What follows belongs to an exercise in optimizing a design on an open flow for small area and a short achievable clock period; a production flow would make more cautious choices.
No functional check of the RTL was part of any run shown here.
Power figures rest on the tool's default switching activity, not on a simulated workload.

`design/flow/config.mk`:
```
export PLATFORM = sky130hd
export DESIGN_NAME = alu
export DESIGN_NICKNAME = alu
export VERILOG_FILES = /design/flow/design.v
export SDC_FILE = /design/flow/constraint.sdc
export NUM_CORES = 4
export LEC_CHECK = 0
export CAP_MARGIN = 20
export CORE_MARGIN = 2
export CORE_UTILIZATION = 40
export SLEW_MARGIN = 20
```
`design/flow/constraint.sdc`:
```
create_clock -name core_clock -period 11.0 [get_ports {clk}]
set_input_delay 2.2000 -clock core_clock [delete_from_list [all_inputs] [get_ports {clk}]]
set_output_delay 2.2000 -clock core_clock [all_outputs]
set_load 0.01 [all_outputs]
```
`design/flow/design.v`:
```
`timescale 1ns/1ps
module alu(
           clk,
           rst_n,
           src1,
           src2,
           ALU_control,
           result,
           zero,
           cout,
           overflow
           );
input           clk;
input           rst_n;
input  [32-1:0] src1;
input  [32-1:0] src2;
input   [4-1:0] ALU_control;
output [32-1:0] result;
output          zero;
output          cout;
output          overflow;
  wire is_and = (ALU_control == 4'b0000);
  wire is_or  = (ALU_control == 4'b0001);
  wire is_add = (ALU_control == 4'b0010);
  wire is_sub = (ALU_control == 4'b0110);
  wire is_slt = (ALU_control == 4'b0111);
  wire is_nor = (ALU_control == 4'b1100);
  wire arith  = is_add | is_sub;
  wire        inv = is_sub | is_slt;
  wire [31:0] b   = src2 ^ {32{inv}};
  wire [31:0] p   = src1 ^ b;
  wire [31:0] g   = src1 & b;
  wire [31:0] g0 = {g[31:1], g[0] | (p[0] & inv)};
  wire [31:0] p0 = p;
  wire G0_1 = g0[1] | (p0[1] & g0[0]);
  wire G0_3 = g0[3] | (p0[3] & g0[2]);
  wire P0_3 = p0[3] & p0[2];
  wire G0_5 = g0[5] | (p0[5] & g0[4]);
  wire P0_5 = p0[5] & p0[4];
  wire G0_7 = g0[7] | (p0[7] & g0[6]);
  wire P0_7 = p0[7] & p0[6];
  wire G0_9 = g0[9] | (p0[9] & g0[8]);
  wire P0_9 = p0[9] & p0[8];
  wire G0_11 = g0[11] | (p0[11] & g0[10]);
  wire P0_11 = p0[11] & p0[10];
  wire G0_13 = g0[13] | (p0[13] & g0[12]);
  wire P0_13 = p0[13] & p0[12];
  wire G0_15 = g0[15] | (p0[15] & g0[14]);
  wire P0_15 = p0[15] & p0[14];
  wire G0_17 = g0[17] | (p0[17] & g0[16]);
  wire P0_17 = p0[17] & p0[16];
  wire G0_19 = g0[19] | (p0[19] & g0[18]);
  wire P0_19 = p0[19] & p0[18];
  wire G0_21 = g0[21] | (p0[21] & g0[20]);
  wire P0_21 = p0[21] & p0[20];
  wire G0_23 = g0[23] | (p0[23] & g0[22]);
  wire P0_23 = p0[23] & p0[22];
  wire G0_25 = g0[25] | (p0[25] & g0[24]);
  wire P0_25 = p0[25] & p0[24];
  wire G0_27 = g0[27] | (p0[27] & g0[26]);
  wire P0_27 = p0[27] & p0[26];
  wire G0_29 = g0[29] | (p0[29] & g0[28]);
  wire P0_29 = p0[29] & p0[28];
  wire G0_31 = g0[31] | (p0[31] & g0[30]);
  wire P0_31 = p0[31] & p0[30];
  wire G1_3 = G0_3 | (P0_3 & G0_1);
  wire G1_5 = G0_5 | (P0_5 & G0_3);
  wire P1_5 = P0_5 & P0_3;
  wire G1_7 = G0_7 | (P0_7 & G0_5);
  wire P1_7 = P0_7 & P0_5;
  wire G1_9 = G0_9 | (P0_9 & G0_7);
  wire P1_9 = P0_9 & P0_7;
  wire G1_11 = G0_11 | (P0_11 & G0_9);
  wire P1_11 = P0_11 & P0_9;
  wire G1_13 = G0_13 | (P0_13 & G0_11);
  wire P1_13 = P0_13 & P0_11;
  wire G1_15 = G0_15 | (P0_15 & G0_13);
  wire P1_15 = P0_15 & P0_13;
  wire G1_17 = G0_17 | (P0_17 & G0_15);
  wire P1_17 = P0_17 & P0_15;
  wire G1_19 = G0_19 | (P0_19 & G0_17);
  wire P1_19 = P0_19 & P0_17;
  wire G1_21 = G0_21 | (P0_21 & G0_19);
  wire P1_21 = P0_21 & P0_19;
  wire G1_23 = G0_23 | (P0_23 & G0_21);
  wire P1_23 = P0_23 & P0_21;
  wire G1_25 = G0_25 | (P0_25 & G0_23);
  wire P1_25 = P0_25 & P0_23;
  wire G1_27 = G0_27 | (P0_27 & G0_25);
  wire P1_27 = P0_27 & P0_25;
  wire G1_29 = G0_29 | (P0_29 & G0_27);
  wire P1_29 = P0_29 & P0_27;
  wire G1_31 = G0_31 | (P0_31 & G0_29);
  wire P1_31 = P0_31 & P0_29;
  wire G2_5 = G1_5 | (P1_5 & G0_1);
  wire G2_7 = G1_7 | (P1_7 & G1_3);
  wire G2_9 = G1_9 | (P1_9 & G1_5);
  wire P2_9 = P1_9 & P1_5;
  wire G2_11 = G1_11 | (P1_11 & G1_7);
  wire P2_11 = P1_11 & P1_7;
  wire G2_13 = G1_13 | (P1_13 & G1_9);
  wire P2_13 = P1_13 & P1_9;
  wire G2_15 = G1_15 | (P1_15 & G1_11);
  wire P2_15 = P1_15 & P1_11;
  wire G2_17 = G1_17 | (P1_17 & G1_13);
  wire P2_17 = P1_17 & P1_13;
  wire G2_19 = G1_19 | (P1_19 & G1_15);
  wire P2_19 = P1_19 & P1_15;
  wire G2_21 = G1_21 | (P1_21 & G1_17);
  wire P2_21 = P1_21 & P1_17;
  wire G2_23 = G1_23 | (P1_23 & G1_19);
  wire P2_23 = P1_23 & P1_19;
  wire G2_25 = G1_25 | (P1_25 & G1_21);
  wire P2_25 = P1_25 & P1_21;
  wire G2_27 = G1_27 | (P1_27 & G1_23);
  wire P2_27 = P1_27 & P1_23;
  wire G2_29 = G1_29 | (P1_29 & G1_25);
  wire P2_29 = P1_29 & P1_25;
  wire G2_31 = G1_31 | (P1_31 & G1_27);
  wire P2_31 = P1_31 & P1_27;
  wire G3_9 = G2_9 | (P2_9 & G0_1);
  wire G3_11 = G2_11 | (P2_11 & G1_3);
  wire G3_13 = G2_13 | (P2_13 & G2_5);
  wire G3_15 = G2_15 | (P2_15 & G2_7);
  wire G3_17 = G2_17 | (P2_17 & G2_9);
  wire P3_17 = P2_17 & P2_9;
  wire G3_19 = G2_19 | (P2_19 & G2_11);
  wire P3_19 = P2_19 & P2_11;
  wire G3_21 = G2_21 | (P2_21 & G2_13);
  wire P3_21 = P2_21 & P2_13;
  wire G3_23 = G2_23 | (P2_23 & G2_15);
  wire P3_23 = P2_23 & P2_15;
  wire G3_25 = G2_25 | (P2_25 & G2_17);
  wire P3_25 = P2_25 & P2_17;
  wire G3_27 = G2_27 | (P2_27 & G2_19);
  wire P3_27 = P2_27 & P2_19;
  wire G3_29 = G2_29 | (P2_29 & G2_21);
  wire P3_29 = P2_29 & P2_21;
  wire G3_31 = G2_31 | (P2_31 & G2_23);
  wire P3_31 = P2_31 & P2_23;
  wire G4_17 = G3_17 | (P3_17 & G0_1);
  wire G4_19 = G3_19 | (P3_19 & G1_3);
  wire G4_21 = G3_21 | (P3_21 & G2_5);
  wire G4_23 = G3_23 | (P3_23 & G2_7);
  wire G4_25 = G3_25 | (P3_25 & G3_9);
  wire G4_27 = G3_27 | (P3_27 & G3_11);
  wire G4_29 = G3_29 | (P3_29 & G3_13);
  wire G4_31 = G3_31 | (P3_31 & G3_15);
  wire G5_2 = g0[2] | (p0[2] & G0_1);
  wire G5_4 = g0[4] | (p0[4] & G1_3);
  wire G5_6 = g0[6] | (p0[6] & G2_5);
  wire G5_8 = g0[8] | (p0[8] & G2_7);
  wire G5_10 = g0[10] | (p0[10] & G3_9);
  wire G5_12 = g0[12] | (p0[12] & G3_11);
  wire G5_14 = g0[14] | (p0[14] & G3_13);
  wire G5_16 = g0[16] | (p0[16] & G3_15);
  wire G5_18 = g0[18] | (p0[18] & G4_17);
  wire G5_20 = g0[20] | (p0[20] & G4_19);
  wire G5_22 = g0[22] | (p0[22] & G4_21);
  wire G5_24 = g0[24] | (p0[24] & G4_23);
  wire G5_26 = g0[26] | (p0[26] & G4_25);
  wire G5_28 = g0[28] | (p0[28] & G4_27);
  wire G5_30 = g0[30] | (p0[30] & G4_29);
  wire [32:0] c;
  assign c[0] = inv;
  assign c[1] = g0[0];
  assign c[2] = G0_1;
  assign c[3] = G5_2;
  assign c[4] = G1_3;
  assign c[5] = G5_4;
  assign c[6] = G2_5;
  assign c[7] = G5_6;
  assign c[8] = G2_7;
  assign c[9] = G5_8;
  assign c[10] = G3_9;
  assign c[11] = G5_10;
  assign c[12] = G3_11;
  assign c[13] = G5_12;
  assign c[14] = G3_13;
  assign c[15] = G5_14;
  assign c[16] = G3_15;
  assign c[17] = G5_16;
  assign c[18] = G4_17;
  assign c[19] = G5_18;
  assign c[20] = G4_19;
  assign c[21] = G5_20;
  assign c[22] = G4_21;
  assign c[23] = G5_22;
  assign c[24] = G4_23;
  assign c[25] = G5_24;
  assign c[26] = G4_25;
  assign c[27] = G5_26;
  assign c[28] = G4_27;
  assign c[29] = G5_28;
  assign c[30] = G4_29;
  assign c[31] = G5_30;
  assign c[32] = G4_31;
  wire [31:0] sum = p ^ c[31:0];
  wire        ovf = c[31] ^ c[32];
  wire        lt  = sum[31] ^ ovf;
  wire [31:0] orv = src1 | src2;
  wire [31:0] res = ({32{is_and}} & (src1 & src2))
                  | ({32{is_or}}  & orv)
                  | ({32{is_nor}} & ~orv)
                  | ({32{arith}}  & sum)
                  | {31'b0, is_slt & lt};
  reg  [31:0] r_result;
  reg         r_cout;
  reg         r_ovf;
  always @(posedge clk or negedge rst_n) begin
    if (!rst_n) begin
      r_result <= 32'b0;
      r_cout   <= 1'b0;
      r_ovf    <= 1'b0;
    end else begin
      r_result <= res;
      r_cout   <= arith & c[32];
      r_ovf    <= arith & ovf;
    end
  end
  assign result   = r_result;
  assign zero     = ~(|r_result);
  assign cout     = r_cout;
  assign overflow = r_ovf;
endmodule
```
`design/flow/flow/run.sh`:
```
#!/bin/bash
set -euo pipefail
export BUFFER_PORTS_ARGS="-buffer_cell sky130_fd_sc_hd__buf_1"
export SETUP_SLACK_MARGIN=6
bash standard.sh > standard_flow.log 2>&1
```
`design/flow/standard.sh`:
```
#!/bin/bash
# synth_recipe.tcl (not shown) runs the flow's synth.tcl, then flattens the netlist and writes it again
# the make line also repeats each setting of config.mk as NAME=value (left out here)
make -C /OpenROAD-flow-scripts/flow DESIGN_CONFIG=/design/flow/config.mk WORK_HOME=/design/flow/orfs CLKGATE_MAP_FILE= SYNTH_SCRIPT=/design/flow/synth_recipe.tcl "${@:-finish}"
```
==> metrics.csv, run 1 <==
metric;value;unit
reported net switching power;0.188;mW
slew of the pin with the lowest slew margin;946;ps
antenna violations before repair;0;
IR drop worst, VDD;0.0479;mV
data arrival time at the worst-slack endpoint;5340;ps
final setup fails;0;
Seq/Total Area, Yosys;23.7;%
Hold Buf Count CTS;0;
wire length per cell after detailed routing;17.5;um
global-route usage over all layers;22.9;%
Port Buf Inserts;104;
Lkg Pwr;2.08;nW
post-detailed-placement half-perimeter wirelength;7.58;mm
count of H-tree levels built during CTS;2;
global-route congestion overflow total;0;
number of sinks on the clock net;34;
number of vias per cell after detailed routing;5.77;
Pint;0.299;mW
Std-Cell Core Area;0.00872;sq mm
number of buffers created by CTS;5;
Net Sw Frac;38.7;%
area post-placement;0.00411;sq mm
unique cell type count in the Yosys netlist;40;
number of maximum-capacitance constraint violations;0;
proportion of power drawn by combinational gates;50.4;%
power density over cell area;99.3;mW/mm^2
antenna diode instance count;0;
fraction of layout cells with a size suffix above 1;20.7;%
HP Class;in2async;
clock slew seen by the registers of the worst setup and hold paths;70;ps
number of primary I/O pins;105;
setup repair after global routing missed its margin;yes;
Post-Synthesis Net Count;525;
share of power burned in the clock network;20.3;%
Area growth, synth to finish;36.8;%
antenna-violating nets left;0;
f_max;194;MHz
part of the cycle the worst path needs;46.9;%
fraction of power consumed by sequential logic;29.3;%
startpoint-to-endpoint class of the critical path;in2reg;
count of yosys warnings during synthesis;1;
die height;98.7;um
mean instance size in the synthesized netlist;8.80;sq um
number of flops mapped to enable cells by yosys;0;
CTS tree;done;
required arrival time at the worst endpoint;11180;ps
standard-cell row count;34;
maximum number of pins on one net before global-route repair;39;
final slew viol count;0;
final critical path time including I/O delays and setup;5160;ps
via count of the first global-routing pass;3600;
total number of vias;3751;
result of the run;finished clean;
cell area after synthesis;0.00358;sq mm
wire length of the first global-routing pass;18.0;mm
Main synth FF type;sky130_fd_sc_hd__dfrtp_1;
buffer depth of the longest clock path;2;
starting density of the core;41.1;%
headroom to the max-slew limit;36.9;%
root buffer cell;sky130_fd_sc_hd__clkbuf_8;
DRT Pass-1 Iters;4;
CP startpoint;ALU_control[3];
proportion of register bits with asynchronous set or reset after synthesis;100;%
total wire length after detailed routing;11.4;mm
final layout net count;659;
endpoints failing hold;0;
first-iteration detailed-routing DRC count;123;
final weighted congestion of routability-driven global placement;0.835;
kind of launch point of the worst setup path;input pin;
critical-path maximum fanout;8;
overall die width;98.7;um
Cells after Synth;407;
Worst Setup End Kind;flop;
Total Neg Setup Slack;0;ps
Seq cells post-synth;34;
DRC violations left;0;
Die ar.;0.00973;sq mm
post-route cell area;0.00490;sq mm
## synth_stat cells, types with 2 or more instances
master | n | area share [%]
sky130_fd_sc_hd__o32ai_1 | 17 | 4.2
sky130_fd_sc_hd__a221oi_1 | 15 | 3.7
sky130_fd_sc_hd__a21o_1 | 9 | 1.9
sky130_fd_sc_hd__nor2b_1 | 2 | 0.35
sky130_fd_sc_hd__buf_2 | 7 | 0.98
sky130_fd_sc_hd__clkbuf_1 | 13 | 1.4
sky130_fd_sc_hd__nand4_1 | 8 | 1.4
sky130_fd_sc_hd__nand2b_1 | 4 | 0.70
sky130_fd_sc_hd__a21oi_1 | 34 | 4.7
sky130_fd_sc_hd__xnor2_1 | 44 | 11
sky130_fd_sc_hd__nand3_1 | 3 | 0.42
sky130_fd_sc_hd__o211ai_1 | 32 | 6.7
sky130_fd_sc_hd__xor2_1 | 2 | 0.49
sky130_fd_sc_hd__nor4_1 | 11 | 1.9
sky130_fd_sc_hd__o21bai_1 | 2 | 0.42
sky130_fd_sc_hd__nor2_1 | 15 | 1.6
sky130_fd_sc_hd__dfrtp_1 | 34 | 24
sky130_fd_sc_hd__nand2_1 | 45 | 4.7
sky130_fd_sc_hd__nor3_1 | 18 | 2.5
sky130_fd_sc_hd__fa_1 | 16 | 8.9
sky130_fd_sc_hd__o2111ai_1 | 2 | 0.49
sky130_fd_sc_hd__inv_1 | 14 | 1.5
sky130_fd_sc_hd__o21ai_0 | 12 | 1.7
sky130_fd_sc_hd__ha_1 | 32 | 11
## cells by family (layout without fill, tap and decap cells)
family,after synthesis,after routing,synth area share (%)
xor+xnor,46,46,11.2
simple gates,110,113,14.3
flops,34,34,23.7
fa+ha+maj,48,48,20.1
buf+inv,34,166,3.81
compound gates,135,135,26.8
## cell type report
type | count | area [sq um]
Clock buffer | 7 | 86.3
Clock inverter | 1 | 5.00
Fill cell | 809 | 3820
Inverter | 14 | 52.6
Multi-Input combinational cell | 342 | 3010
Sequential cell | 34 | 851
Tap cell | 108 | 135
Timing Repair Buffer | 144 | 767
## worst max-delay path by stage
stage,to
6_report,r_result[27]
4_1_cts,r_result[27]
2_1_floorplan,r_result[27]
3_3_place_gp,r_result[25]
5_1_grt,r_result[27]
3_5_place_dp,r_result[25]
## sequential cells by signal (all words and copies together) (netlist names)
signal,cells
r_ovf,1
r_cout,1
r_result,32
## worst max-delay path: stages
cell	delay, ps
sky130_fd_sc_hd__buf_8	100
sky130_fd_sc_hd__nor2b_4	120
sky130_fd_sc_hd__buf_12	160
sky130_fd_sc_hd__nand2_8	110
sky130_fd_sc_hd__buf_6	160
sky130_fd_sc_hd__xnor2_4	180
sky130_fd_sc_hd__ha_4	230
sky130_fd_sc_hd__o211ai_1	100
sky130_fd_sc_hd__a21oi_2	90
sky130_fd_sc_hd__o2111ai_2	250
sky130_fd_sc_hd__o2111ai_2	170
sky130_fd_sc_hd__a31o_1	270
sky130_fd_sc_hd__a221o_1	330
sky130_fd_sc_hd__fa_2	390
sky130_fd_sc_hd__xnor2_2	150
sky130_fd_sc_hd__o32ai_2	90
sky130_fd_sc_hd__a21oi_1	160
sky130_fd_sc_hd__nand2_1	60
## what timing repair did
action	in CTS	in global routing
gates resized for setup	37	34
setup endpoints to repair	24	19
buffers inserted	26	9
gates cloned	3	0
pin swaps	32	33
## per-stage QoR
stage | util [%] | total power, mW | hold WS, ps | setup WS, ps | instances
2_1_floorplan | - | 0.276 | 1900 | 5850 | 407
3_3_place_gp | 47.1 | 0.335 | 2350 | 5200 | 604
3_5_place_dp | 47.1 | 0.337 | 2360 | 5110 | 604
4_1_cts | 53.3 | 0.462 | 2050 | 5930 | 641
5_1_grt | 56.2 | 0.521 | 2090 | 5710 | 650
6_report | 56.2 | 0.487 | 2020 | 5840 | 650
## metal layers
metal  share of wire (%)  vias up  global-route usage (%)
li1                    -     1817                       -
met3                 4.8       11                    2.62
met5                   0        -                       0
met2                  50      113                    38.8
met1                  44     1810                    31.5
met4                 1.3        0                    5.48
## placed cells by master, fill, tap and decap left out, types with 11 or more instances in the layout
master	instances
sky130_fd_sc_hd__buf_1	100
sky130_fd_sc_hd__nand2_1	43
sky130_fd_sc_hd__buf_4	35
sky130_fd_sc_hd__dfrtp_1	34
sky130_fd_sc_hd__o211ai_1	32
sky130_fd_sc_hd__ha_1	29
sky130_fd_sc_hd__a21oi_1	28
sky130_fd_sc_hd__xnor2_1	28
sky130_fd_sc_hd__nor3_1	16
sky130_fd_sc_hd__o32ai_1	16
sky130_fd_sc_hd__inv_1	14
sky130_fd_sc_hd__nor2_1	14
sky130_fd_sc_hd__xnor2_2	14
sky130_fd_sc_hd__a221oi_1	11
## power groups by stage
stage | combinational [mW] | clock, mW | sequential [mW]
detailed placement | 0.192 | 0 | 0.145
CTS | 0.218 | 0.101 | 0.143
floorplan | 0.126 | 0 | 0.150
global route | 0.270 | 0.107 | 0.144
global placement | 0.190 | 0 | 0.145
finish | 0.245 | 0.0988 | 0.143
==> run 2: changes to the inputs <==
--- a/design/flow/design.v
+++ b/design/flow/design.v
@@ -26,7 +26,7 @@
   wire is_slt = (ALU_control == 4'b0111);
   wire is_nor = (ALU_control == 4'b1100);
   wire arith  = is_add | is_sub;
-  wire        inv = is_sub | is_slt;
+  wire        inv = ALU_control[2];
   wire [31:0] b   = src2 ^ {32{inv}};
   wire [31:0] p   = src1 ^ b;
   wire [31:0] g   = src1 & b;
==> design/flow/flow/run.sh (replaced) <==
#!/bin/bash
set -euo pipefail
export BUFFER_PORTS_ARGS="-buffer_cell sky130_fd_sc_hd__buf_1"
export SETUP_SLACK_MARGIN=6

bash standard.sh > standard_flow.log 2>&1
--- a/design/flow/config.mk
+++ b/design/flow/config.mk
@@ -7,5 +7,5 @@
 export LEC_CHECK = 0
 export CAP_MARGIN = 20
 export CORE_MARGIN = 2
-export CORE_UTILIZATION = 40
+export CORE_UTILIZATION = 60
 export SLEW_MARGIN = 20
==> metrics.csv, run 2 <==
metric;value;unit;change
first-iteration detailed-routing DRC count;249;;+100%
buffer depth of the longest clock path;2;;unchanged
mean instance size in the synthesized netlist;8.99;sq um;+2.1%
overall power consumption;0.512;mW;+5.3%
family of cells with the greatest summed delay on the critical path;adder cells;;
global-route usage over all layers;30.5;%;+7.6 points
Post-Synth Simple-Gate Area;14.4;%;+0.11 points
cell types with the highest counts after synthesis;34 x sky130_fd_sc_hd__dfrtp_1, 33 x sky130_fd_sc_hd__nor3_1, 32 x sky130_fd_sc_hd__ha_1;;
kind of launch point of the worst setup path;input pin;;
Lkg Pwr;1.98;nW;-4.6%
proportion of register bits with asynchronous set or reset after synthesis;100;%;unchanged
Die ar.;0.00683;sq mm;-30%
fill cell count;448;;-45%
wire length of the first global-routing pass;15.8;mm;-12%
Seq cells post-synth;34;;unchanged
final slew viol count;0;;unchanged
maximum number of pins on one net before global-route repair;41;;+5.1%
dominant combinational cell family by area after synthesis;compound AO/OA/AOI/OAI gates;;
number of primary I/O pins;105;;unchanged
data arrival time at the worst-slack endpoint;5170;ps;-170 ps
root buffer cell;sky130_fd_sc_hd__clkbuf_8;;
global-route congestion overflow total;0;;unchanged
buffer and inverter count on the worst path;4;;+1
number of buffers created by CTS;5;;unchanged
most flop-heavy register;r_result;;
most common cell in the synthesized netlist;sky130_fd_sc_hd__dfrtp_1;;
final critical path time including I/O delays and setup;5000;ps;-157 ps
wire length per cell after detailed routing;17.6;um;+0.91%
number of maximum-capacitance constraint violations;0;;unchanged
required arrival time at the worst endpoint;11170;ps;about the same
standard-cell row count;28;;-18%
fraction of layout cells with a size suffix above 1;11.1;%;-9.6 points
post-detailed-placement half-perimeter wirelength;7.41;mm;-2.2%
fraction of post-synthesis cell area in the top cell type by area;22.9;%;-0.82 points
DRT Pass-1 Iters;4;;unchanged
number of cells on the critical path;15;;-3
final setup fails;0;;unchanged
headroom to the max-slew limit;41.4;%;+4.5 points
DRC violations left;0;;unchanged
met2 Resource Use GR;50.2;%;+11 points
via count of the first global-routing pass;3303;;-8.3%
count of H-tree levels built during CTS;2;;unchanged
met1 Usage GRT;42.5;%;+11 points
total number of vias;3744;;-0.19%
Post-Synthesis Net Count;531;;+1.1%
slew of the pin with the lowest slew margin;879;ps;-66.9 ps
cells along the critical path;buf_12, buf_12, xor2_2, ha_1, nor3_2, or3_4, a21oi_2, nor2_2, clkinv_2, a311oi_4, buf_6, o21ai_4, fa_1, a221oi_2, o21ai_1;;
result of the run;finished clean;;
mux cell area share after synthesis;0.270;%;+0.27 points
Area growth, synth to finish;23.0;%;
unique cell type count in the Yosys netlist;51;;+28%
clock slew seen by the registers of the worst setup and hold paths;80;ps;about the same
Main synth FF type;sky130_fd_sc_hd__dfrtp_1;;
part of the cycle the worst path needs;45.5;%;-1.4 points
total wire length after detailed routing;10.6;mm;-7.0%
Port Buf Inserts;104;;unchanged
Std-Cell Core Area;0.00596;sq mm;-32%
f_max;200;MHz;+3.1%
antenna violations before repair;0;;unchanged
Seq/Total Area, Yosys;22.9;%;-0.82 points
arithmetic-cell share of the synthesized area counting full adders, half adders and majority gates;19.4;%;-0.69 points
HP Class;in2async;;
most common cell after layout, fill and taps aside;sky130_fd_sc_hd__buf_1;;
most used cell, CP;sky130_fd_sc_hd__buf_12;;
endpoints failing hold;0;;unchanged
Synth area leaders;sky130_fd_sc_hd__dfrtp_1 23%, sky130_fd_sc_hd__ha_1 11%, sky130_fd_sc_hd__fa_1 8.6%, sky130_fd_sc_hd__xor2_1 7.3%, sky130_fd_sc_hd__a221oi_1 7.1%;;
Worst Setup End Kind;flop;;
CTS tree;done;;
highest cell delay on the worst timing path;490;ps;+100 ps
final layout net count;641;;-2.7%
starting density of the core;62.3;%;+21 points
power density over cell area;112;mW/mm^2;+13%
synthesized-area fraction occupied by xor and xnor cells;11.1;%;-0.15 points
critical-path maximum fanout;5;;-3
number of flops mapped to enable cells by yosys;0;;unchanged
largest registers ranked by flip-flop count;r_result x32, r_cout x1, r_ovf x1;;
overall die width;82.6;um;-16%
antenna diode instance count;0;;unchanged
final weighted congestion of routability-driven global placement;0.862;;+3.2%
number of vias per cell after detailed routing;6.25;;+8.3%
CP max-delay cell;sky130_fd_sc_hd__fa_1;;
count of yosys warnings during synthesis;1;;unchanged
library cell with the largest summed area after synthesis;sky130_fd_sc_hd__dfrtp_1;;
Total Neg Setup Slack;0;ps;unchanged
setup repair after global routing missed its margin;yes;;
max FFs per register;32;;unchanged
post-route cell area;0.00456;sq mm;-6.9%
commonest cells after routing, fill and taps aside;102 x sky130_fd_sc_hd__buf_1, 34 x sky130_fd_sc_hd__dfrtp_1, 32 x sky130_fd_sc_hd__nor3_1, 32 x sky130_fd_sc_hd__ha_1;;
startpoint-to-endpoint class of the critical path;in2reg;;
met3 Use GR;4.57;%;+1.9 points
busiest layer in global routing;met2;;
compound-gate portion of the synthesized area;27.1;%;+0.33 points
number of sinks on the clock net;34;;unchanged
IR drop worst, VDD;0.0636;mV;+33%
cell area after synthesis;0.00371;sq mm;+3.6%
area post-placement;0.00414;sq mm;+0.79%
antenna-violating nets left;0;;unchanged
Cells after Synth;413;;+1.5%
final hold slack;1990;ps;-26.3 ps
die height;82.6;um;-16%
[run 2: changes by cell type after synthesis, moves of 7 or more]
cell                       delta
sky130_fd_sc_hd__xor2_1      +29
sky130_fd_sc_hd__o32ai_1     -15
sky130_fd_sc_hd__a21o_1      +12
sky130_fd_sc_hd__o21ai_1     +10
sky130_fd_sc_hd__o21ai_0     +19
sky130_fd_sc_hd__nor3_1      +15
sky130_fd_sc_hd__xnor2_1     -28
sky130_fd_sc_hd__o211ai_1    -31
sky130_fd_sc_hd__nand2_1     -33
sky130_fd_sc_hd__clkbuf_1     -7
sky130_fd_sc_hd__a221oi_1    +15
sky130_fd_sc_hd__inv_1        +7
[run 2: path summary, 6_finish.rpt]
kind                                start            to  slack (ps)
worst max-delay path       ALU_control[2]  r_result[24]        6000
worst min-delay path                rst_n  r_result[19]        1990
max in group asynchronous           rst_n   r_result[4]        8470
min in group core_clock          src2[18]  r_result[18]        2160
[run 2: logic make-up (layout without fill, tap and decap cells)]
logic type               Yosys count  count (layout)
adder cells (fa/ha/maj)           48              48
AO/OA/AOI/OAI                    146             146
XOR/XNOR                          47              47
AND/OR/NAND/NOR                   96              96
buffers and inverters             41             152
flip-flops                        34              34
multiplexers                       1               1
[run 2: layer usage]
layer	up-vias	share of wire (%)	wire (um)
li1	1779	-	-
met1	1787	42	4430
met2	159	48	5110
met3	19	8.3	882
met4	0	1.4	150
met5	-	0	0
[run 2: what timing repair did]
item / 4_1_cts / 5_1_grt
resized for setup: 5 / 24
hold buffers: 0 / 0
cloned: 1 / 2
endpoints found under the setup margin: 18 / 16
pin swaps: 0 / 13
buffers inserted: 0 / 10
[run 2: through the flow]
stage          instances  util [%]  setup WS [ps]
5_1_grt              599      76.6           5880
6_report             599      76.6           6000
4_1_cts              586      72.6           6000
2_1_floorplan        413         -           5990
3_3_place_gp         577      69.5           5510
3_5_place_dp         577      69.5           5370
[run 2: final cells by class]
| cell class | count | area [sq um] | area share, % |
|---|---|---|---|
| Timing Repair Buffer | 122 | 626 | 13.7 |
| Multi-Input combinational cell | 338 | 2770 | 60.7 |
| Clock inverter | 3 | 68.8 | 1.51 |
| Sequential cell | 34 | 851 | 18.6 |
| Inverter | 22 | 83.8 | 1.84 |
| Clock buffer | 5 | 68.8 | 1.51 |
| Tap cell | 75 | 93.8 | 2.06 |
[run 2: where the power goes]
group          internal, mW  total, mW  switching [mW]  leakage [nW]
sequential            0.137      0.144         0.00680         0.454
clock                0.0909      0.144          0.0533        0.0683
combinational        0.0969      0.225           0.128          1.46
==> run 3: changes to the inputs <==
==> design/flow/flow/run.sh (replaced) <==
#!/bin/bash
# Layout flow: the standard layout, with two changes.
# 1. Synthesis is the standard synthesis (synth_recipe.tcl, so -nofsm -noshare,
#    flatten and the same renames) except that Yosys does not extract full and
#    half adder cells, and ABC maps the logic with flow/abc.script instead of
#    the ORFS speed script. The registers are the standard synthesis's.
# 2. The port buffers are the small plain buffer instead of the default
#    delay-buffer cell, and the resizer's setup repair aims for a slack margin.
# Each tool's output goes to a log of its own in the work folder.
set -euo pipefail
here=$(pwd)
{ head -n 1 synth_recipe.tcl
  cat <<'EOT'
# ABC with this flow's own script
proc abc {args} {
  set i [lsearch -exact $args -script]
  if {$i >= 0} { lset args [expr {$i + 1}] $::env(OWN_ABC_SCRIPT) }
  yosys abc {*}$args
}
EOT
  tail -n +2 synth_recipe.tcl
} > own_synth.tcl
sed -e "s#SYNTH_SCRIPT=[^ ]*#SYNTH_SCRIPT=$here/own_synth.tcl ADDER_MAP_FILE=#" standard.sh > own_synth.sh
export OWN_ABC_SCRIPT=$here/flow/abc.script
bash own_synth.sh synth > synth.log 2>&1
export BUFFER_PORTS_ARGS="-buffer_cell sky130_fd_sc_hd__buf_1"
export SETUP_SLACK_MARGIN=6
bash standard.sh > layout.log 2>&1
==> design/flow/flow/abc.script (new file) <==
strash
&get -n
&st
&dch -f
&nf -R 1000
&dch -f
&nf -R 1000
&put
topo
buffer -c
upsize -c
dnsize -c
stime -c
==> metrics.csv, run 3 <==
metric;value;unit;change
final layout net count;632;;-1.4%
final slew viol count;0;;unchanged
data arrival time at the worst-slack endpoint;4900;ps;-270 ps
Port Buf Inserts;104;;unchanged
Worst Setup End Kind;flop;;
Total Neg Setup Slack;0;ps;unchanged
cell area after synthesis;0.00353;sq mm;-4.8%
commonest cells after routing, fill and taps aside;102 x sky130_fd_sc_hd__buf_1, 61 x sky130_fd_sc_hd__o21ai_0, 54 x sky130_fd_sc_hd__xor2_1, 54 x sky130_fd_sc_hd__nand2_1, 34 x sky130_fd_sc_hd__dfrtp_1;;
headroom to the max-slew limit;39.2;%;-2.2 points
antenna-violating nets left;0;;unchanged
root buffer cell;sky130_fd_sc_hd__clkbuf_8;;
Placed Cells incl. Taps;627;;+8.7%
final hold slack;2030;ps;+33.2 ps
post-route worst setup slack;6250;ps;+249 ps
CTS tree;done;;
number of sinks on the clock net;34;;unchanged
Die ar.;0.00652;sq mm;-4.6%
Std-Cell Core Area;0.00561;sq mm;-5.8%
power density over cell area;109;mW/mm^2;-3.0%
number of flops mapped to enable cells by yosys;0;;unchanged
fraction of post-synthesis cell area in the top cell type by area;24.1;%;+1.2 points
final critical path time including I/O delays and setup;4750;ps;-249 ps
final weighted congestion of routability-driven global placement;0.891;;+3.4%
most common cell after layout, fill and taps aside;sky130_fd_sc_hd__buf_1;;
fill cell count;487;;+8.7%
standard-cell row count;27;;-3.6%
Main synth FF type;sky130_fd_sc_hd__dfrtp_1;;
library cell with the largest summed area after synthesis;sky130_fd_sc_hd__dfrtp_1;;
Cells after Synth;463;;+12%
dpl ws;5830;ps;+458 ps
required arrival time at the worst endpoint;11150;ps;-20 ps
Seq/Total Area, Yosys;24.1;%;+1.2 points
antenna violations before repair;0;;unchanged
largest registers ranked by flip-flop count;r_result x32, r_cout x1, r_ovf x1;;
cell types with the highest counts after synthesis;61 x sky130_fd_sc_hd__o21ai_0, 54 x sky130_fd_sc_hd__nand2_1, 54 x sky130_fd_sc_hd__xor2_1;;
total number of vias;3858;;+3.0%
global-route congestion overflow total;0;;unchanged
unique cell type count in the Yosys netlist;49;;-3.9%
mean instance size in the synthesized netlist;7.63;sq um;-15%
final setup fails;0;;unchanged
most common cell in the synthesized netlist;sky130_fd_sc_hd__o21ai_0;;
slew of the pin with the lowest slew margin;912;ps;+32.7 ps
area post-placement;0.00397;sq mm;-4.1%
number of buffers created by CTS;5;;unchanged
antenna diode instance count;0;;unchanged
HP Class;in2async;;
number of maximum-capacitance constraint violations;0;;unchanged
post-route cell area;0.00407;sq mm;-11%
proportion of register bits with asynchronous set or reset after synthesis;100;%;unchanged
Lkg Pwr;1.53;nW;-23%
setup repair after global routing missed its margin;no;;
total wire length after detailed routing;9.79;mm;-7.4%
DRT Pass-1 Iters;6;;+2
count of H-tree levels built during CTS;2;;unchanged
kind of launch point of the worst setup path;input pin;;
maximum number of pins on one net before global-route repair;37;;-9.8%
endpoints failing hold;0;;unchanged
post-detailed-placement half-perimeter wirelength;7.36;mm;-0.73%
buffer depth of the longest clock path;2;;unchanged
Post-Synthesis Net Count;533;;+0.38%
IR drop worst, VDD;0.0610;mV;-4.1%
most flop-heavy register;r_result;;
part of the cycle the worst path needs;43.2;%;-2.3 points
result of the run;finished clean;;
area taken by flip-flops and latches;851;sq um;unchanged
die height;80.7;um;-2.3%
DRC violations left;0;;unchanged
global-route usage over all layers;31.1;%;+0.56 points
non-filler cells in the finished layout;635;;+6.0%
critical-path maximum fanout;36;;+31
overall die width;80.7;um;-2.3%
Area growth, synth to finish;15.1;%;
via count of the first global-routing pass;3460;;+4.8%
count of yosys warnings during synthesis;1;;unchanged
number of vias per cell after detailed routing;6.08;;-2.8%
Seq cells post-synth;34;;unchanged
startpoint-to-endpoint class of the critical path;in2reg;;
number of primary I/O pins;105;;unchanged
footprint of the multi-input gates;0.00259;sq mm;-6.6%
max FFs per register;32;;unchanged
Synth area leaders;sky130_fd_sc_hd__dfrtp_1 24%, sky130_fd_sc_hd__xor2_1 13%, sky130_fd_sc_hd__o21ai_0 8.6%, sky130_fd_sc_hd__xnor2_1 7.7%, sky130_fd_sc_hd__o31ai_1 5.9%;;
clock slew seen by the registers of the worst setup and hold paths;80;ps;about the same
wire length of the first global-routing pass;15.8;mm;-0.30%
fraction of layout cells with a size suffix above 1;6.39;%;-4.7 points
starting density of the core;63.0;%;+0.70 points
wire length per cell after detailed routing;15.4;um;-13%
first-iteration detailed-routing DRC count;228;;-8.4%
f_max;210;MHz;+5.2%
## run 3: worst max path at each step
stage | start | endpoint | slack, ps | cells after the start
finish | ALU_control[2] | r_result[29] | 6250 | 14
global route | ALU_control[2] | r_result[29] | 6040 | 14
CTS | ALU_control[2] | r_result[29] | 6140 | 14
detailed placement | ALU_control[2] | r_result[29] | 5830 | 14
global placement | ALU_control[2] | r_result[29] | 5950 | 14
floorplan | ALU_control[2] | r_result[25] | 6520 | 14
## run 3: kinds of logic after synthesis
kind of cell	after synthesis	share of synthesized area, %
fa+ha+maj	6	1.77
compound gates	179	30.5
mux	1	0.319
buf+inv	21	3.26
flops	34	24.1
simple gates	135	18.1
xor+xnor	87	22.0
## run 3: timing repair
action	4_1_cts	5_1_grt
hold endpoints to repair	0	0
endpoints found under the setup margin	0	5
setup buffers	0	0
hold buffers	0	0
gates resized for setup	0	1
## run 3: worst max-delay path, cell delays in order
cell                       delay [ps]
sky130_fd_sc_hd__clkbuf_2          90
sky130_fd_sc_hd__buf_6            370
sky130_fd_sc_hd__xor2_1           140
sky130_fd_sc_hd__and2_1           210
sky130_fd_sc_hd__nor2_1           210
sky130_fd_sc_hd__and3_4           220
sky130_fd_sc_hd__or2_4            130
sky130_fd_sc_hd__nand3_2           80
sky130_fd_sc_hd__and3_1           170
sky130_fd_sc_hd__a21oi_1          360
sky130_fd_sc_hd__a31oi_1          240
sky130_fd_sc_hd__o21ai_1          220
sky130_fd_sc_hd__xor2_1           160
sky130_fd_sc_hd__o21ai_0           90
## run 3: report_power, final
part           internal [mW]  switching, mW  leakage [nW]
clock network         0.0506         0.0489        0.0482
registers              0.136        0.00654         0.456
logic                 0.0759          0.125          1.02
## run 3: layout make-up
| cell class | instances | area share [%] |
|---|---|---|
| Multi-Input combinational cell | 408 | 63.7 |
| Timing Repair Buffer | 108 | 10.5 |
| Inverter | 5 | 0.462 |
| Clock inverter | 1 | 0.123 |
| Clock buffer | 7 | 2.12 |
| Tap cell | 72 | 2.22 |
| Sequential cell | 34 | 20.9 |
## run 3: metrics by stage
| stage | util, % | power, mW |
|---|---|---|
| after detailed placement | 70.8 | 0.343 |
| final | 72.5 | 0.443 |
| after floorplan | - | 0.281 |
| after global placement | 70.7 | 0.338 |
| after CTS | 72.4 | 0.443 |
| after global routing | 72.5 | 0.471 |
## run 3: per-layer routing
metal / global-route usage (%) / share of wire [%] / vias to the layer above
met1: 39.6 / 44 / 1818
met4: 7.63 / 1.1 / 0
li1: - / - / 1900
met5: 0 / 0 / -
met2: 55.0 / 48 / 130
met3: 5.22 / 6.5 / 10
==> run 4: changes to the inputs <==
--- a/design/flow/flow/run.sh
+++ b/design/flow/flow/run.sh
@@ -24,5 +24,5 @@
 export OWN_ABC_SCRIPT=$here/flow/abc.script
 bash own_synth.sh synth > synth.log 2>&1
 export BUFFER_PORTS_ARGS="-buffer_cell sky130_fd_sc_hd__buf_1"
-export SETUP_SLACK_MARGIN=6
+export SETUP_SLACK_MARGIN=6.25
 bash standard.sh > layout.log 2>&1
==> metrics.csv, run 4 <==
metric;value;unit;change
commonest cells after routing, fill and taps aside;102 x sky130_fd_sc_hd__buf_1, 61 x sky130_fd_sc_hd__o21ai_0, 54 x sky130_fd_sc_hd__xor2_1, 54 x sky130_fd_sc_hd__nand2_1, 34 x sky130_fd_sc_hd__dfrtp_1;;
setup repair after global routing missed its margin;no;;
library cell with the largest summed area after synthesis;sky130_fd_sc_hd__dfrtp_1;;
total number of vias;3938;;+2.1%
first-iteration detailed-routing DRC count;304;;+33%
Lkg Pwr;1.55;nW;+1.2%
data arrival time at the worst-slack endpoint;4820;ps;-80 ps
timing endpoint of the critical path;r_result[31];;
most flop-heavy register;r_result;;
antenna violations before repair;0;;unchanged
power density over cell area;109;mW/mm^2;-0.15%
share of power burned in the clock network;22.3;%;-0.2 points
Seq/Total Area, Yosys;24.1;%;unchanged
DRT Pass-1 Iters;5;;-1
area post-placement;0.00397;sq mm;unchanged
mean instance size in the synthesized netlist;7.63;sq um;unchanged
unique cell type count in the Yosys netlist;49;;unchanged
result of the run;finished clean;;
global-route congestion overflow total;0;;unchanged
clock slew seen by the registers of the worst setup and hold paths;80;ps;about the same
number of primary I/O pins;105;;unchanged
Die ar.;0.00652;sq mm;unchanged
Main synth FF type;sky130_fd_sc_hd__dfrtp_1;;
final weighted congestion of routability-driven global placement;0.891;;unchanged
overall die width;80.7;um;unchanged
post-detailed-placement half-perimeter wirelength;7.36;mm;unchanged
post-route cell area;0.00412;sq mm;+1.2%
wire length of the first global-routing pass;15.8;mm;+0.13%
cell types with the highest counts after synthesis;61 x sky130_fd_sc_hd__o21ai_0, 54 x sky130_fd_sc_hd__nand2_1, 54 x sky130_fd_sc_hd__xor2_1;;
buffer depth of the longest clock path;2;;unchanged
total wire length after detailed routing;10.1;mm;+3.3%
count of yosys warnings during synthesis;1;;unchanged
Cells after Synth;463;;unchanged
fraction of post-synthesis cell area in the top cell type by area;24.1;%;unchanged
final setup fails;0;;unchanged
antenna diode instance count;0;;unchanged
root buffer cell;sky130_fd_sc_hd__clkbuf_8;;
Port Buf Inserts;104;;unchanged
wire length per cell after detailed routing;15.9;um;+3.2%
post-CTS setup-driven buffer insertion count;0;;unchanged
Seq cells post-synth;34;;unchanged
reported net switching power;0.183;mW;+1.6%
Hold Buf Count CTS;0;;unchanged
number of maximum-capacitance constraint violations;0;;unchanged
fraction of power consumed by sequential logic;31.8;%;-0.4 points
CP startpoint;ALU_control[2];;
area taken by flip-flops and latches;851;sq um;unchanged
Total Neg Setup Slack;0;ps;unchanged
fill cell count;481;;-1.2%
Net Sw Frac;40.9;%;+0.20 points
most common cell in the synthesized netlist;sky130_fd_sc_hd__o21ai_0;;
die height;80.7;um;unchanged
maximum number of pins on one net before global-route repair;37;;unchanged
proportion of register bits with asynchronous set or reset after synthesis;100;%;unchanged
standard-cell row count;27;;unchanged
Synth area leaders;sky130_fd_sc_hd__dfrtp_1 24%, sky130_fd_sc_hd__xor2_1 13%, sky130_fd_sc_hd__o21ai_0 8.6%, sky130_fd_sc_hd__xnor2_1 7.7%, sky130_fd_sc_hd__o31ai_1 5.9%;;
antenna-violating nets left;0;;unchanged
slew of the pin with the lowest slew margin;911;ps;-1.28 ps
most common cell after layout, fill and taps aside;sky130_fd_sc_hd__buf_1;;
number of flops mapped to enable cells by yosys;0;;unchanged
starting density of the core;63.0;%;unchanged
endpoints failing hold;0;;unchanged
Pint;0.264;mW;+0.74%
global-route usage over all layers;31.2;%;+0.047 points
required arrival time at the worst endpoint;11200;ps;+50 ps
startpoint-to-endpoint class of the critical path;in2reg;;
fraction of layout cells with a size suffix above 1;7.27;%;+0.88 points
final critical path time including I/O delays and setup;4630;ps;-125 ps
proportion of power drawn by combinational gates;45.8;%;+0.4 points
Std-Cell Core Area;0.00561;sq mm;unchanged
Post-Synthesis Net Count;533;;unchanged
largest registers ranked by flip-flop count;r_result x32, r_cout x1, r_ovf x1;;
footprint of the multi-input gates;0.00261;sq mm;+0.63%
number of sinks on the clock net;34;;unchanged
count of H-tree levels built during CTS;2;;unchanged
max FFs per register;32;;unchanged
cell area after synthesis;0.00353;sq mm;unchanged
number of buffers created by CTS;5;;unchanged
number of vias per cell after detailed routing;6.19;;+1.9%
HP Class;in2async;;
final hold slack;2030;ps;+0.980 ps
IR drop worst, VDD;0.0623;mV;+2.1%
final slew viol count;0;;unchanged
via count of the first global-routing pass;3459;;-0.029%
DRC violations left;0;;unchanged
f_max;216;MHz;+2.7%
Area growth, synth to finish;16.5;%;
final layout net count;633;;+0.16%
Worst Setup End Kind;flop;;
headroom to the max-slew limit;38.8;%;-0.42 points
kind of launch point of the worst setup path;input pin;;
critical-path maximum fanout;18;;-50%
part of the cycle the worst path needs;42.1;%;-1.1 points
CTS tree;done;;
[run 4: repair_timing]
| action | in CTS | in global routing |
|---|---|---|
| pin swaps | 0 | 0 |
| gates cloned | 0 | 1 |
| gates resized for setup | 1 | 7 |
| endpoints found under the setup margin | 6 | 14 |
[run 4: final cells by class]
cell class,instances,share of cell area [%]
Inverter,5,0.456
Multi-Input combinational cell,408,63.3
Clock inverter,1,0.122
Sequential cell,34,20.7
Clock buffer,7,2.10
Tap cell,72,2.19
Timing Repair Buffer,109,11.2
[run 4: logic make-up (layout without fill, tap and decap cells)]
group | count (synthesis) | after routing | synth area share [%]
AOI/OAI and AO/OA | 179 | 179 | 30.5
and+or+nand+nor | 135 | 135 | 18.1
xor gates and xnor gates | 87 | 87 | 22.0
DFF | 34 | 34 | 24.1
buffers and inverters | 21 | 122 | 3.26
adders and majority gates | 6 | 6 | 1.77
muxes | 1 | 1 | 0.319
[run 4: stage by stage]
step / cells / util (%) / power [mW] / setup slack, ps
6_report: 636 / 73.4 / 0.448 / 6370
5_1_grt: 636 / 73.4 / 0.475 / 6260
4_1_cts: 635 / 72.5 / 0.443 / 6280
3_5_place_dp: 627 / 70.8 / 0.343 / 5830
3_3_place_gp: 627 / 70.7 / 0.338 / 5950
2_1_floorplan: 463 / - / 0.281 / 6520
[run 4: how the worst min path moves through the flow]
stage	start	to	slack [ps]	cells past startpoint
5_1_grt	rst_n	r_result[2]	2100	1
3_3_place_gp	rst_n	r_result[2]	2370	1
4_1_cts	rst_n	r_result[2]	2060	1
3_5_place_dp	rst_n	r_result[2]	2380	1
6_report	rst_n	r_result[2]	2030	1
2_1_floorplan	rst_n	r_cout	1900	0
[run 4: worst max-delay path: stages]
cell and delay [ps]:
sky130_fd_sc_hd__clkbuf_2 150, sky130_fd_sc_hd__buf_12 190, sky130_fd_sc_hd__mux2_2 290, sky130_fd_sc_hd__maj3_2 340, sky130_fd_sc_hd__and3_4 170, sky130_fd_sc_hd__or3_1 360
sky130_fd_sc_hd__o21ai_2 110, sky130_fd_sc_hd__or3_1 160, sky130_fd_sc_hd__o211ai_2 140, sky130_fd_sc_hd__a21oi_2 240, sky130_fd_sc_hd__o21ai_2 120, sky130_fd_sc_hd__xor2_1 160
sky130_fd_sc_hd__o21ai_1 200
[run 4: routing by layer]
layer / wire length [um] / vias to the layer above / global-route usage (%) / share of wire (%)
li1: - / 1907 / - / -
met4: 101 / 0 / 7.63 / 1.0
met1: 4410 / 1870 / 39.7 / 44
met5: 0 / - / 0 / 0
met3: 684 / 8 / 5.22 / 6.8
met2: 4910 / 153 / 55.1 / 49
[run 4: power groups by stage]
stage	sequential, mW	combinational, mW	clock, mW
4_1_cts	0.143	0.200	0.101
6_report	0.143	0.205	0.0999
2_1_floorplan	0.149	0.132	0
3_3_place_gp	0.144	0.194	0
3_5_place_dp	0.145	0.198	0
5_1_grt	0.144	0.227	0.104
==> run 5: changes to the inputs <==
--- a/design/flow/design.v
+++ b/design/flow/design.v
@@ -28,7 +28,8 @@
   wire arith  = is_add | is_sub;
   wire        inv = ALU_control[2];
   wire [31:0] b   = src2 ^ {32{inv}};
-  wire [31:0] p   = src1 ^ b;
+  wire [31:0] x   = src1 ^ src2;
+  wire [31:0] p   = x ^ {32{inv}};
   wire [31:0] g   = src1 & b;
   wire [31:0] g0 = {g[31:1], g[0] | (p[0] & inv)};
   wire [31:0] p0 = p;
==> metrics.csv, run 5 <==
metric;value;unit;change
result of the run;finished clean;;
Cells after Synth;467;;+0.86%
max FFs per register;32;;unchanged
DRT Pass-1 Iters;5;;unchanged
Synth area leaders;sky130_fd_sc_hd__dfrtp_1 24%, sky130_fd_sc_hd__xor2_1 10%, sky130_fd_sc_hd__o21ai_0 10%, sky130_fd_sc_hd__xnor2_1 7.5%, sky130_fd_sc_hd__a31oi_1 6.2%;;
mean instance size in the synthesized netlist;7.75;sq um;+1.6%
die height;81.7;um;+1.2%
area post-placement;0.00406;sq mm;+2.1%
wire length per cell after detailed routing;16.1;um;+1.2%
slew of the pin with the lowest slew margin;935;ps;+24.4 ps
number of maximum-capacitance constraint violations;0;;unchanged
power density over cell area;109;mW/mm^2;+0.61%
critical-path maximum fanout;8;;-10
Area growth, synth to finish;21.4;%;
most common cell after layout, fill and taps aside;sky130_fd_sc_hd__buf_1;;
number of flops mapped to enable cells by yosys;0;;unchanged
final slew viol count;0;;unchanged
antenna diode instance count;0;;unchanged
total number of vias;3940;;+0.051%
Lkg Pwr;1.69;nW;+9.1%
unique cell type count in the Yosys netlist;51;;+4.1%
fraction of power consumed by sequential logic;29.6;%;-2.2 points
overall die width;81.7;um;+1.2%
Port Buf Inserts;104;;unchanged
setup repair after global routing missed its margin;yes;;
startpoint-to-endpoint class of the critical path;in2reg;;
count of H-tree levels built during CTS;2;;unchanged
antenna-violating nets left;0;;unchanged
part of the cycle the worst path needs;42.3;%;+0.24 points
wire length of the first global-routing pass;16.4;mm;+3.8%
total wire length after detailed routing;10.5;mm;+4.2%
buffer depth of the longest clock path;2;;unchanged
CTS tree;done;;
most common cell in the synthesized netlist;sky130_fd_sc_hd__o21ai_0;;
DRC violations left;0;;unchanged
reported net switching power;0.192;mW;+4.6%
proportion of register bits with asynchronous set or reset after synthesis;100;%;unchanged
footprint of the multi-input gates;0.00272;sq mm;+4.4%
final setup fails;0;;unchanged
standard-cell row count;28;;+3.7%
post-detailed-placement half-perimeter wirelength;7.43;mm;+0.99%
final layout net count;649;;+2.5%
Hold Buf Count CTS;0;;unchanged
number of buffers created by CTS;5;;unchanged
endpoints failing hold;0;;unchanged
via count of the first global-routing pass;3550;;+2.6%
proportion of power drawn by combinational gates;45.3;%;-0.5 points
Seq/Total Area, Yosys;23.5;%;-0.57 points
Main synth FF type;sky130_fd_sc_hd__dfrtp_1;;
share of power burned in the clock network;25.1;%;+2.8 points
global-route usage over all layers;31.4;%;+0.22 points
fraction of layout cells with a size suffix above 1;11.2;%;+3.9 points
f_max;215;MHz;-0.57%
Net Sw Frac;39.9;%;-1.1 points
Total Neg Setup Slack;0;ps;unchanged
starting density of the core;61.5;%;-1.5 points
Worst Setup End Kind;flop;;
number of sinks on the clock net;34;;unchanged
library cell with the largest summed area after synthesis;sky130_fd_sc_hd__dfrtp_1;;
cell area after synthesis;0.00362;sq mm;+2.4%
headroom to the max-slew limit;37.7;%;-1.1 points
HP Class;in2async;;
Std-Cell Core Area;0.00589;sq mm;+5.0%
area taken by flip-flops and latches;851;sq um;unchanged
most flop-heavy register;r_result;;
final critical path time including I/O delays and setup;4650;ps;+26.4 ps
first-iteration detailed-routing DRC count;280;;-7.9%
kind of launch point of the worst setup path;input pin;;
Die ar.;0.00667;sq mm;+2.3%
antenna violations before repair;0;;unchanged
root buffer cell;sky130_fd_sc_hd__clkbuf_8;;
IR drop worst, VDD;0.0741;mV;+19%
post-route cell area;0.00439;sq mm;+6.7%
final weighted congestion of routability-driven global placement;0.904;;+1.5%
largest registers ranked by flip-flop count;r_result x32, r_cout x1, r_ovf x1;;
Post-Synthesis Net Count;537;;+0.75%
required arrival time at the worst endpoint;11150;ps;-50 ps
fill cell count;488;;+1.5%
fraction of post-synthesis cell area in the top cell type by area;23.5;%;-0.57 points
global-route congestion overflow total;0;;unchanged
Seq cells post-synth;34;;unchanged
number of vias per cell after detailed routing;6.02;;-2.9%
commonest cells after routing, fill and taps aside;102 x sky130_fd_sc_hd__buf_1, 72 x sky130_fd_sc_hd__o21ai_0, 48 x sky130_fd_sc_hd__nand2_1, 39 x sky130_fd_sc_hd__xor2_1, 36 x sky130_fd_sc_hd__a31oi_1;;
number of primary I/O pins;105;;unchanged
cell types with the highest counts after synthesis;73 x sky130_fd_sc_hd__o21ai_0, 48 x sky130_fd_sc_hd__nand2_1, 43 x sky130_fd_sc_hd__xor2_1;;
data arrival time at the worst-slack endpoint;4810;ps;about the same
clock slew seen by the registers of the worst setup and hold paths;80;ps;about the same
count of yosys warnings during synthesis;1;;unchanged
maximum number of pins on one net before global-route repair;35;;-5.4%
Pint;0.289;mW;+9.3%
## run 5: changes by cell type in the layout (fill, tap and decap cells not counted), moves of 5 or more
cell,before,now
sky130_fd_sc_hd__xor2_2,2,15
sky130_fd_sc_hd__o21ai_0,61,72
sky130_fd_sc_hd__buf_4,3,15
sky130_fd_sc_hd__a31oi_1,31,36
sky130_fd_sc_hd__xor2_1,54,39
sky130_fd_sc_hd__nand2_1,54,48
## run 5: worst paths after layout
path                                 from            to  depth (start not counted)
max                        ALU_control[2]  r_result[31]                         15
min                                 rst_n  r_result[28]                          1
max in group asynchronous           rst_n  r_result[15]                          1
min in group core_clock          src2[23]  r_result[23]                          3
## run 5: area by class of cell
| type | count | area share, % |
|---|---|---|
| repair buffers | 122 | 13.6 |
| multi-input cells | 410 | 61.9 |
| inverters | 6 | 0.513 |
| flip-flops and latches | 34 | 19.4 |
| clock inverters | 3 | 0.911 |
| well taps | 75 | 2.14 |
| clock buffers | 5 | 1.57 |
## run 5: through the flow
step                cells  utilization (%)  setup WS [ps]  power [mW]  hold WS (ps)
finish                655             74.6           6350       0.481          2030
CTS                   643             71.5           6250       0.464          2060
floorplan             467                -           6380       0.281          1900
detailed placement    634             68.9           5610       0.342          2370
global placement      634             68.9           5740       0.338          2370
global route          655             74.6           6190       0.511          2100
## run 5: worst max-delay path, cell delays in order
cell and delay, ps:
sky130_fd_sc_hd__buf_4 150, sky130_fd_sc_hd__buf_12 150, sky130_fd_sc_hd__mux2_4 280, sky130_fd_sc_hd__maj3_2 310, sky130_fd_sc_hd__and3_4 160, sky130_fd_sc_hd__or3_4 370, sky130_fd_sc_hd__o21ai_4 80, sky130_fd_sc_hd__or3_1 130
sky130_fd_sc_hd__o211ai_2 100, sky130_fd_sc_hd__nor3b_2 180, sky130_fd_sc_hd__a211oi_2 210, sky130_fd_sc_hd__or2_1 160, sky130_fd_sc_hd__nand2_2 80, sky130_fd_sc_hd__xor2_1 150, sky130_fd_sc_hd__o21ai_1 70
## run 5: per-layer routing
metal | GRT usage (%) | share of wire, % | vias to the layer above
met3 | 4.84 | 6.1 | 15
met5 | 0 | 0 | -
met2 | 52.7 | 49 | 154
met1 | 42.6 | 44 | 1848
met4 | 7.33 | 1.2 | 0
li1 | - | - | 1923
## run 5: cells by family (layout without fill, tap and decap cells)
| group | count (synthesis) | in the layout | share of synthesized area [%] |
|---|---|---|---|
| AO/OA/AOI/OAI | 179 | 179 | 29.2 |
| AND/OR/NAND/NOR | 138 | 138 | 18.4 |
| XOR/XNOR | 86 | 86 | 23.3 |
| flip-flops | 34 | 34 | 23.5 |
| buffers and inverters | 23 | 136 | 3.42 |
| adder cells (fa/ha/maj) | 6 | 6 | 1.69 |
| multiplexers | 1 | 1 | 0.415 |
## run 5: what timing repair did
item | CTS | global route
cloned | 1 | 1
setup endpoints to repair | 18 | 13
pin swaps | 0 | 7
buffers inserted | 0 | 11
endpoints found under the hold margin | 0 | 0
gates resized for setup | 3 | 16
## run 5: power groups by stage
stage	Clock, mW	Combinational, mW	Sequential (mW)
6_report	0.121	0.218	0.142
5_1_grt	0.125	0.241	0.144
4_1_cts	0.120	0.202	0.142
3_5_place_dp	0	0.198	0.145
3_3_place_gp	0	0.194	0.144
2_1_floorplan	0	0.132	0.149

## what the ideal ports hide
No port has a modelled driver above. Below, the same layouts with a new extraction and two added sets of constraints.
Step 1: set_driving_cell puts a clkbuf_16 on clk and a buf_2 on each other input, an assumption about the parent block.
Step 2 times the ports against the registers' clock, not the clock port: input delays grow and output delays shrink by t, the midpoint of the rising clock arrivals with the driver on.
Slacks: ideal / step 1 / step 2; pairs: ideal / step 1.
run | shift t [ns] | setup WS [ns] | pins driven straight from the clock port
run 1 | 0.320 | 5.843 / 5.826 / 5.507 | 1
run 2 | 0.324 | 6.000 / 5.982 / 5.659 | 1
run 3 | 0.321 | 6.249 / 6.253 / 5.932 | 1
run 4 | 0.322 | 6.373 / 6.380 / 6.058 | 1
run 5 | 0.320 | 6.347 / 6.351 / 6.031 | 1
After both steps setup and hold are still met in every run listed. The setup slack of run 2, which loses most, moves by -0.018 ns with the drivers and by -0.341 ns with both steps.
